From an optimization exercise on the open Yosys and OpenROAD flow, aimed at a short achievable clock period and few clock cycles; shortcuts taken in it are not production practice.
Function was checked by simulation only, so behaviour that the tests miss may differ from the original.
No activity file was given, so power comes from the tool's default toggle rates.

Design CPU, start of the top module:
module CPU(
    input reset, clk,
    output [31:0] imem_addr,
    input [31:0] imem_data,
    output [31:0] dmem_addr,
    output [31:0] dmem_wdata,
    output dmem_we, dmem_re,
    input [31:0] dmem_rdata
);
Size: about 8900 cells after synthesis, roughly 1700 flip-flops, roughly 160 I/O pins, about 88000 um2 of cells after synthesis.
export LEC_CHECK = 0
export CAP_MARGIN = 40
export CORE_MARGIN = 2
export CORE_UTILIZATION = 25
export GPL_ROUTABILITY_DRIVEN = 1
export GPL_TIMING_DRIVEN = 1
export PLACE_DENSITY = 0.45
export SLEW_MARGIN = 40
export SYNTH_HIERARCHICAL = 1
create_clock -name core_clock -period 11.0 [get_ports {clk}]
standard.sh (not shown) runs the stock make flow with config.mk's settings and CLKGATE_MAP_FILE= SYNTH_SCRIPT=/design/flow/synth_recipe.tcl, a recipe that flattens the netlist after the stock synthesis.
==> flow/flow/run.sh <==
#!/bin/bash
set -euo pipefail
cd "$(dirname "$0")/.."
bash standard.sh SETUP_SLACK_MARGIN=${FLOW_MARGIN:-7} finish > flow_standard.log 2>&1
The starting point produced a clean layout.
Testbench counts at the start, summed over its fixed seeds: cycles 23,949.
==> next run, changes <==
--- a/flow/design.v
+++ b/flow/design.v
@@ -20,13 +20,13 @@
 reg        E_pred, E_neg, E_nz, E_x, E_jp;
 reg        E_fAM, E_fAW, E_fAE, E_fBM, E_fBW, E_fBE, E_fSM, E_fSW, E_fSE, E_sdL;
 reg        E_sub, E_add, E_and, E_or, E_xor, E_nor, E_slt, E_sll, E_srl, E_sra, E_lnk;
 reg [4:0]  M_rd;
 reg        M_load, M_store, M_slow;
 reg [31:0] M_res, M_sd, M_pc4, M_brtgt;
-reg        M_le, M_neg, M_pred, M_nz;
+reg        M_sdW, M_le, M_neg, M_pred, M_nz;
 reg [4:0]  W_rd;
 reg [31:0] W_val;
 reg [31:0] rf [1:31];
 wire stall, e_red, m_red;
 wire [31:0] e_tgt, m_tgt;
 wire [31:0] pc4 = {PC[31], PC[30:0] + 31'd4};
@@ -196,18 +196,16 @@
     E_slt <= d_slt;
     E_sll <= i_sll; E_srl <= i_srl; E_sra <= i_sra;
     E_lnk <= i_link;
 end
 wire [31:0] A  = ({32{E_fAM}} & M_res) | ({32{E_fAW}} & W_val) | ({32{E_fAE}} & E_a);
 wire [31:0] B  = ({32{E_fBM}} & M_res) | ({32{E_fBW}} & W_val) | ({32{E_fBE}} & E_b);
-wire [31:0] Bx = ({32{E_fBM}} & (M_res ^ {32{E_sub}})) | ({32{E_fBW}} & (W_val ^ {32{E_sub}})) |
-                 ({32{E_fBE}} & (E_b ^ {32{E_sub}}));
 wire [31:0] SD = ({32{E_fSM}} & M_res) | ({32{E_fSW}} & W_val) | ({32{E_fSE}} & E_sd);
 wire [31:0] res;
 wire lt;
-ExAlu alu(.a(A), .b(B), .bx(Bx), .sh(E_sh), .sub(E_sub), .add(E_add), .land(E_and), .lor(E_or),
+ExAlu alu(.a(A), .b(B), .sh(E_sh), .sub(E_sub), .add(E_add), .land(E_and), .lor(E_or),
           .lxor(E_xor), .lnor(E_nor), .slt(E_slt), .sll(E_sll), .srl(E_srl), .sra(E_sra),
           .lnk(E_lnk), .link(E_b), .res(res), .lt(lt));
 wire eq_mw = (M_res == W_val);
 wire eq_me = (M_res == E_b);
 wire eq_em = (E_a == M_res);
 wire eq_we = (W_val == E_b);
@@ -232,22 +230,23 @@
         M_store <= E_store;
         M_slow <= E_slow;
     end
 end
 always @(posedge clk) begin
     M_res <= res;
-    M_sd <= E_sdL ? dmem_rdata : SD;
+    M_sd <= SD;
+    M_sdW <= E_sdL;
     M_le <= eq | lt;
     M_neg <= E_neg;
     M_pred <= E_pred;
     M_nz <= E_nz;
     M_pc4 <= E_pc4;
     M_brtgt <= E_brtgt;
 end
 assign dmem_addr = M_res;
-assign dmem_wdata = M_sd;
+assign dmem_wdata = M_sdW ? W_val : M_sd;
 assign dmem_we = M_store;
 assign dmem_re = M_load;
 wire m_taken = M_le ^ M_neg;
 assign m_red = M_slow & (m_taken ^ M_pred) & M_nz;
 assign m_tgt = m_taken ? M_brtgt : M_pc4;
 always @(negedge reset or posedge clk) begin
@@ -300,22 +299,22 @@
 wire [N-1:0] T = lvl[L].tt;
 wire [N-1:0] c = G | (T & {N{ci}});
 assign s = p ^ {c[N-2:0], ci};
 assign co = c[N-1];
 endmodule
 module ExAlu(
-    input [31:0] a, b, bx,
+    input [31:0] a, b,
     input [4:0] sh,
     input sub, add, land, lor, lxor, lnor, slt, sll, srl, sra, lnk,
     input [31:0] link,
     output [31:0] res,
     output lt
 );
 wire [31:0] sum;
 wire co;
-KSAdd #(.N(32), .L(5)) add32(.a(a), .b(bx), .ci(sub), .s(sum), .co(co));
+KSAdd #(.N(32), .L(5)) add32(.a(a), .b(b ^ {32{sub}}), .ci(sub), .s(sum), .co(co));
 assign lt = ~co;
 wire signed [31:0] bs = b;
 wire [31:0] sra_r = bs >>> sh;
 wire [31:0] other = ({32{land}} & (a & b)) |
                     ({32{lor}}  & (a | b)) |
                     ({32{lxor}} & (a ^ b)) |
What happened: The new run completed without violations. Worst setup slack loses 390 ps. Wire length shrinks by 3.7%. Critical path depth shrinks by 7. Area after synthesis shrinks by 0.91%. Clock-buffer cell count grows by 20. Total power shrinks by 0.75%. Non-clock buffer count shrinks by 6.
Testbench counts after the change, summed over its fixed seeds: cycles 23,949.

-- afterwards: timing with drivers on the ports --
In the flow no input, the clock included, has a driving cell. The finished layouts below were timed again as built, in two steps. Step 1 assumes that a clkbuf_16 drives the clock port and a buf_2 every other input. Step 2 times the ports against the registers' clock, not the clock port: input delays grow and output delays shrink by t, the midpoint of the rising clock arrivals with the driver on. Three values: no drivers, after step 1, after step 2; two values: the first two.
| run | t (ns) | setup slack, ns | worst slew at a driven data input, ns |
|---|---|---|---|
| the first run | 0.984 | 6.908 / 6.900 / 6.150 | 0.11 |
| the second run | 0.998 | 6.522 / 6.404 / 6.159 | 0.12 |
After both steps every run listed still meets setup and hold. For the first run, which loses most, drivers alone change the setup slack by -0.008 ns; drivers and shift together by -0.758 ns.
